Context: an optimization exercise on an open-source flow, tuned for a short achievable clock period and few clock cycles. The choices shown serve that exercise and are no tape-out recipe. Function was checked by simulation only, so behaviour that the tests miss may differ from the original. Power and IR drop assume default switching activity.

## flow/design.v

```verilog
`timescale 1ns/1ns
module ks_add16 (
    input  wire [15:0] a,
    input  wire [15:0] b,
    input  wire        ci,
    output wire [15:0] s
);
    wire [15:0] p0 = a ^ b;
    wire [15:0] g0 = a & b;
    wire [15:0] g1, p1, g2, p2, g3, p3, g4, p4;
    wire [15:0] gi = {g0[15:1], g0[0] | (p0[0] & ci)};
    genvar i;
    generate
        for (i = 0; i < 16; i = i + 1) begin : l1
            if (i >= 1) begin : c
                assign g1[i] = gi[i] | (p0[i] & gi[i-1]);
                assign p1[i] = p0[i] & p0[i-1];
            end else begin : n
                assign g1[i] = gi[i];
                assign p1[i] = p0[i];
            end
        end
        for (i = 0; i < 16; i = i + 1) begin : l2
            if (i >= 2) begin : c
                assign g2[i] = g1[i] | (p1[i] & g1[i-2]);
                assign p2[i] = p1[i] & p1[i-2];
            end else begin : n
                assign g2[i] = g1[i];
                assign p2[i] = p1[i];
            end
        end
        for (i = 0; i < 16; i = i + 1) begin : l3
            if (i >= 4) begin : c
                assign g3[i] = g2[i] | (p2[i] & g2[i-4]);
                assign p3[i] = p2[i] & p2[i-4];
            end else begin : n
                assign g3[i] = g2[i];
                assign p3[i] = p2[i];
            end
        end
        for (i = 0; i < 16; i = i + 1) begin : l4
            if (i >= 8) begin : c
                assign g4[i] = g3[i] | (p3[i] & g3[i-8]);
                assign p4[i] = p3[i] & p3[i-8];
            end else begin : n
                assign g4[i] = g3[i];
                assign p4[i] = p3[i];
            end
        end
    endgenerate
    assign s = p0 ^ {g4[14:0], ci};
endmodule
`timescale 1ns/1ns
module cpu_top_pipeline (
    input wire clk,
    input wire rst,
    output wire [7:0]  imem_addr,
    input  wire [15:0] imem_data,
    output wire [7:0]  dmem_addr,
    output wire [15:0] dmem_wdata,
    output wire        dmem_we,
    input  wire [15:0] dmem_rdata,
    output wire        halted
);
    reg [7:0]  fpc;              
    reg [15:0] xa, xb;           
    reg [3:0]  ximm;             
    reg [3:0]  xrd;
    reg        xwe;              
    reg        xld, xst, xhalt;
    reg        xadd, xsub, xand, xor_, xxor, xslt;
    reg        xmeq, xmne;       
    reg [7:0]  xalt;             
    reg [15:0] rf [1:15];
    wire [15:0] sum, dif;
    ks_add16 u_add (.a(xa), .b(xb), .ci(1'b0), .s(sum));
    ks_add16 u_sub (.a(xa), .b(~xb), .ci(1'b1), .s(dif));
    wire        slt = (xa[15] ^ xb[15]) ? xa[15] : dif[15];
    wire [15:0] alu = ({16{xadd}} & sum) | ({16{xsub}} & dif) |
                      ({16{xand}} & (xa & xb)) | ({16{xor_}} & (xa | xb)) |
                      ({16{xxor}} & (xa ^ xb)) | {15'd0, xslt & slt};
    wire [15:0] xres = xld ? dmem_rdata : alu;
    wire eq = (xa == xb);
    wire miss = eq ? xmeq : xmne;
    wire [4:0] alo = {1'b0, xa[3:0]} + {1'b0, ximm};
    wire [3:0] ahi_p = xa[7:4] + 4'd1;
    wire [3:0] ahi_m = xa[7:4] - 4'd1;
    wire [3:0] ahi = (alo[4] == ximm[3]) ? xa[7:4] : (alo[4] ? ahi_p : ahi_m);
    assign imem_addr  = fpc;
    assign dmem_addr  = {ahi, alo[3:0]};
    assign dmem_wdata = xb;
    assign dmem_we    = xst;
    assign halted     = xhalt;
    wire [15:0] ins = imem_data;
    wire [3:0] op  = ins[15:12];
    wire [3:0] rd  = ins[11:8];
    wire [3:0] rs1 = ins[7:4];
    wire [3:0] rs2 = ins[3:0];
    wire [15:0] rfa = (rs1 == 4'd0) ? 16'd0 : rf[rs1];
    wire [15:0] rfb = (rs2 == 4'd0) ? 16'd0 : rf[rs2];
    wire ba = xwe && (xrd == rs1);
    wire bb = xwe && (xrd == rs2);
    wire f_itype = (op >= 4'h6) && (op <= 4'hA);
    wire sa_rf  = ~ba;
    wire sa_alu = ba & ~xld;
    wire sa_ld  = ba & xld;
    wire sb_imm = f_itype;
    wire sb_rf  = ~f_itype & ~bb;
    wire sb_alu = ~f_itype & bb & ~xld;
    wire sb_ld  = ~f_itype & bb & xld;
    wire [15:0] imm16 = {{12{ins[3]}}, ins[3:0]};
    wire [15:0] opa = ({16{sa_rf}} & rfa) | ({16{sa_alu}} & alu) |
                      ({16{sa_ld}} & dmem_rdata);
    wire [15:0] opb = ({16{sb_rf}} & rfb) | ({16{sb_alu}} & alu) |
                      ({16{sb_ld}} & dmem_rdata) | ({16{sb_imm}} & imm16);
    wire f_wr    = (op <= 4'hA) && (rd != 4'd0);
    wire f_beq   = (op == 4'hC);
    wire f_bne   = (op == 4'hD);
    wire f_jump  = (op == 4'hE);
    wire f_halt  = (op == 4'hF);
    wire f_pred  = (rs1 == rs2) ? f_beq : ins[3];
    wire [7:0] pc_inc = fpc + 8'd1;
    wire [3:0] phi_p = fpc[7:4] + 4'd1;
    wire [3:0] phi_m = fpc[7:4] - 4'd1;
    wire [4:0] plo = {1'b0, fpc[3:0]} + {1'b0, ins[3:0]};
    wire [3:0] phi = (plo[4] == ins[3]) ? fpc[7:4] : (plo[4] ? phi_p : phi_m);
    wire [7:0] pc_tgt = {phi, plo[3:0]};
    always @(posedge clk or posedge rst) begin
        if (rst) begin
            fpc <= 8'd0;
            xa <= 16'd0; xb <= 16'd0; ximm <= 4'd0; xrd <= 4'd0;
            xwe <= 1'b0; xld <= 1'b0; xst <= 1'b0; xhalt <= 1'b0;
            xadd <= 1'b0; xsub <= 1'b0; xand <= 1'b0; xor_ <= 1'b0;
            xxor <= 1'b0; xslt <= 1'b0;
            xmeq <= 1'b0; xmne <= 1'b0; xalt <= 8'd0;
        end else if (!xhalt) begin
            xa   <= opa;
            xb   <= opb;
            ximm <= ins[3:0];
            xrd  <= rd;
            xadd <= (op == 4'h0) || (op == 4'h6);
            xsub <= (op == 4'h1);
            xand <= (op == 4'h2) || (op == 4'h7);
            xor_ <= (op == 4'h3)  || (op == 4'h8);
            xxor <= (op == 4'h4) || (op == 4'h9);
            xslt <= (op == 4'h5);
            xalt <= f_pred ? pc_inc : pc_tgt;
            if (miss) begin
                fpc   <= xalt;
                xwe   <= 1'b0;
                xld   <= 1'b0;
                xst   <= 1'b0;
                xhalt <= 1'b0;
                xmeq  <= 1'b0;
                xmne  <= 1'b0;
            end else begin
                fpc   <= f_jump ? ins[7:0] :
                         f_halt ? fpc :
                         ((f_beq | f_bne) & f_pred) ? pc_tgt : pc_inc;
                xwe   <= f_wr;
                xld   <= (op == 4'hA);
                xst   <= (op == 4'hB);
                xhalt <= f_halt;
                xmeq  <= (f_beq & ~f_pred) | (f_bne & f_pred);
                xmne  <= (f_beq & f_pred) | (f_bne & ~f_pred);
            end
        end
    end
    integer i;
    always @(posedge clk or posedge rst) begin
        if (rst) begin
            for (i = 1; i < 16; i = i + 1) rf[i] <= 16'd0;
        end else if (xwe) begin
            rf[xrd] <= xres;
        end
    end
endmodule
```

## flow/flow/run.sh

```bash
#!/bin/bash
# Layout flow: the standard layout (standard.sh, all ORFS steps), with two
# changes to synthesis only:
#  - no adder extraction (ADDER_MAP_FILE empty), so ABC maps the adders
#    together with the rest of the logic;
#  - ABC's mapping uses flow/abc.script (delay-oriented 'map') instead of
#    ORFS's abc_speed.script.
# Everything else (synth_recipe.tcl, -nofsm -noshare, flatten, renames, the
# registers) is as in the standard synthesis.
set -euo pipefail
W=$PWD
{
  head -n 1 synth_recipe.tcl
  cat <<EOT
proc abc {args} {
  set i [lsearch -exact \$args -script]
  if {\$i >= 0} { lset args [expr {\$i + 1}] $W/flow/abc.script }
  yosys abc {*}\$args
}
EOT
  tail -n +2 synth_recipe.tcl
} > flow_synth.tcl
sed "s|SYNTH_SCRIPT=[^ ]*synth_recipe.tcl|SYNTH_SCRIPT=$W/flow_synth.tcl|" standard.sh > flow_standard.sh
grep -q "SYNTH_SCRIPT=$W/flow_synth.tcl" flow_standard.sh
bash flow_standard.sh ADDER_MAP_FILE= finish > flow_standard.log 2>&1
```

## flow/flow/abc.script

```
strash
dch -f
map -D 1000
buffer -c
topo
stime -c
upsize -c
dnsize -c
```

## flow/standard.sh

```bash
#!/bin/bash
# synth_recipe.tcl (not shown) runs the flow's synth.tcl, then flattens the netlist and writes it again
# the make line also repeats each setting of config.mk as NAME=value (left out here)
make -C /OpenROAD-flow-scripts/flow DESIGN_CONFIG=/design/flow/config.mk WORK_HOME=/design/flow/orfs CLKGATE_MAP_FILE= SYNTH_SCRIPT=/design/flow/synth_recipe.tcl "${@:-finish}"
```

## flow/config.mk

```make
export PLATFORM = sky130hd
export DESIGN_NAME = cpu_top_pipeline
export DESIGN_NICKNAME = cpu_top_pipeline
export VERILOG_FILES = /design/flow/design.v
export SDC_FILE = /design/flow/constraint.sdc
export NUM_CORES = 4
export LEC_CHECK = 0
export CAP_MARGIN = 20
export CORE_MARGIN = 2
export CORE_UTILIZATION = 40
export PLACE_DENSITY = 0.6
export SETUP_SLACK_MARGIN = 3.5
export SLEW_MARGIN = 20
```

## flow/constraint.sdc

```tcl
create_clock -name core_clock -period 5.5 [get_ports {clk}]
set_input_delay 1.1000 -clock core_clock [delete_from_list [all_inputs] [get_ports {clk}]]
set_output_delay 1.1000 -clock core_clock [all_outputs]
set_load 0.01 [all_outputs]
```

==> flow_summary.ini <==
[sta]
clock-skew-final_ns = 0.0356
max_freq_mhz = 287
finalHoldViolations = 0
slew_viol_final = 0
setup-tns-final_ns = 0
final.period_utilization_pct = 63.3
tightest_slew_ns = 1.00
fin_crit_ns = 3.48
maxSlewHeadroom_pct = 33.3
grt_setup_unrepaired = true
setup_viol = 0

[synth]
synth_top_cell_area_share_pct = 40.8
synth_edf_count = 0
yosysWarningCount = 2
ys_ff_latch = 308
ys_seq_area_share_pct = 40.8
synth_flop_cell = dfrtp_1
syn_nets = 2595
syn_area_um2 = 18900
avgSynthCellArea_um2 = 7.38
synthCells = 2561
synth_top_area_cell = dfrtp_1
synthDistinctLibCells = 64
synthTopCellsByArea = dfrtp_1, nand2_1, o22ai_1, o21ai_0, inv_1
synth-async-reset-ratio_pct = 100

[grt]
grtUsageMet2_pct = 59.7
grt_pass1_vias = 22800
met3_usage_pct = 11.5
overflow = 0
grt_max_degree = 119
busiest_layer = met2
grt_util_all_layers_pct = 40.3
grt_util_met1_pct = 50.9
antenna_found_initial = 4
grt_first_pass_wirelength_um = 149000

[critical_path]
critPathKind = reg2out
r2r-end = rf[8][10]
rr_worst_depth = 6
crit_required_ns = 4.40
crit_path_max_fanout = 3
ff2ff_setup_slack_ns = 2.49
cp.arrival_ns = 2.38
r2r-start = xrd[0]
crit_path_start_kind = flip-flop
end_kind = primary output

[drt]
drt_iter0_drc = 3572
wl_per_cell_um = 29.2
drc = 0
ant_nets = 0
drtPass1Iterations = 8
num_vias = 23600
drt_wl_total_um = 105000
avgViaCountPerCell = 6.58

[worst_hold_path]
hp-start = rf[4][2]
holdPathStages = 2
hold-path-endpoint = rf[4][2]
hp-class = reg2reg

[cells_and_area]
finalNetCount = 2990
layout_common_cells = nand2_1, inv_1, dfrtp_1
mostFrequentLayoutCell = nand2_1
area_growth_syn_to_layout_pct = 58.0
drive_above_1_share_pct = 39.9

[place]
port_buffers = 67
place_hpwl_um = 57900
routabilityCongestion = 0.985

[floorplan]
die_y_um = 221
core-area_um2 = 46600
die_w_um = 221
rows = 79
initial_core_util_pct = 40.6
dieArea_um2 = 49000
io_pins = 68

[clocking]
cts_root_buf = clkbuf_16
clk_pin_slew_ns = 0.06
cts_made_buffers = 38
cts_buffer_depth = 3
clk-insertion-delay-late_ns = 0.60
cts_sinks = 308
cts_tree = yes
cts_max_level = 2
hold_buffers = 0

[power_and_ir_drop]
p_total_w = 0.00649
powerDensity_nw_per_um2 = 217
p_leak_nw = 13.9
worst_ir_drop_vdd_mv = 0.275

[status]
outcome = no timing/DRC/antenna violations

[job]
drv_cap = 0
==> what timing repair did <==
item,CTS,global route
gates resized for setup,1100,247
cloned,35,5
setup buffers,327,34
pin swaps,221,102
setup endpoints to repair,328,328
==> worst max-delay path by stage <==
stage / startpoint / slack, ns / to
final: ximm[1] / 2.02 / dmem_addr[7]
after floorplan: rst / 0.30 / fpc[0]
after CTS: xa[1] / 2.12 / dmem_addr[7]
after global placement: imem_data[4] / 1.29 / xa[12]
after global routing: ximm[1] / 1.91 / dmem_addr[7]
after detailed placement: imem_data[4] / 1.21 / xa[12]
==> kinds of logic (layout without fill, tap and decap cells) <==
group | after synthesis | count (layout) | share of synthesized area, %
multiplexers | 4 | 4 | 0.364
XOR/XNOR | 17 | 17 | 0.788
other | 0 | 1 | 0
AO/OA/AOI/OAI | 825 | 828 | 25.9
buffers and inverters | 492 | 899 | 10.4
flip-flops | 308 | 308 | 40.8
AND/OR/NAND/NOR | 915 | 927 | 21.8
==> synth_stat cells (6+ instances only) <==
library cell and n:
nor2_1 133, inv_1 340, a21oi_1 77, buf_6 6, nand3_1 189, buf_1 6, a31oi_1 25, xor2_1 12
nand4_1 30, nand2_2 13, inv_2 16, nand2_1 444, nor4_1 34, o22ai_1 241, o21ai_2 12, nor3_1 41
clkbuf_1 81, buf_2 28, dfrtp_1 308, nand3_2 7, a32oi_1 10, o21ai_0 282, o211ai_1 19, a2111oi_0 6
a22oi_1 31, o21a_1 7, o21ai_1 71, buf_4 11
==> critical path: stages (launching register included) <==
cell	delay [ns]
dfrtp_2	0.44
nor2_4	0.16
o21ai_4	0.08
nand2_4	0.07
nand2_4	0.05
o21bai_4	0.12
buf_6	0.12
nand3_1	0.13
nor2_1	0.15
o21ai_1	0.10
xor2_1	0.20
buf_2	0.17
==> power breakdown <==
group	total, W	internal (W)	switching (W)
registers	0.00233	0.00230	0.0000310
logic	0.00144	0.000532	0.000905
clock network	0.00272	0.00163	0.00108
==> layout make-up <==
type                    count  area [um2]
repair buffers            464        5300
clock inverters            15         260
multi-input cells        1776       13200
flip-flops and latches    308        7750
diodes                      1        2.50
well taps                 607         759
clock buffers              52        1050
repair inverters           10        75.1
fillers                  3668       16700
inverters                 358        1510
==> layer usage <==
| layer | vias up | routed length (um) |
|---|---|---|
| met5 | - | 23 |
| met4 | 4 | 8830 |
| met3 | 671 | 12700 |
| met2 | 1862 | 44500 |
| met1 | 11300 | 38900 |
| li1 | 9778 | - |
==> state kept, by name (all words and copies together) (netlist names), 4 cells and up <==
name,flops
xa,16
xrd,4
fpc,8
xalt,8
rf,240
xb,16
ximm,4
==> metrics by stage <==
step	util (%)	instances	area (um2)	setup WS, ns	hold WS, ns
floorplan	-	2561	19500	0.301	0.447
global placement	43.6	3122	20300	1.29	0.459
detailed placement	43.6	3122	20300	1.21	0.473
CTS	61.8	3551	28800	2.12	0.483
global route	64.2	3590	29900	1.91	0.504
finish	64.2	3591	29900	2.02	0.479
Testbench counts, summed over its fixed seeds: cycles 24,679.

-- afterwards: timing with drivers on the ports --
No port has a modelled driver above. Below, the same layout with a new extraction and two added sets of constraints.
Step 1 (the two cells are an assumption about what drives the block):
set clk [get_ports {clk}]
set_driving_cell -lib_cell sky130_fd_sc_hd__clkbuf_16 $clk
set_driving_cell -lib_cell sky130_fd_sc_hd__buf_2 [delete_from_list [all_inputs] $clk]
Step 2, shift: input delay + t, output delay - t, t = (earliest + latest rising clock arrival at the registers) / 2. This alone moves slack from input paths to output paths.
Three values: ideal ports, drivers, drivers and shift; two values: the first two.
shift t [ns]: 0.651
setup slack, ns: 2.019 / 1.952 / 2.270
worst data-port slew with drivers (ns): 0.10
After both steps setup and hold are still met in this run. For this run, drivers alone change the setup slack by -0.067 ns; drivers and shift together by +0.251 ns.
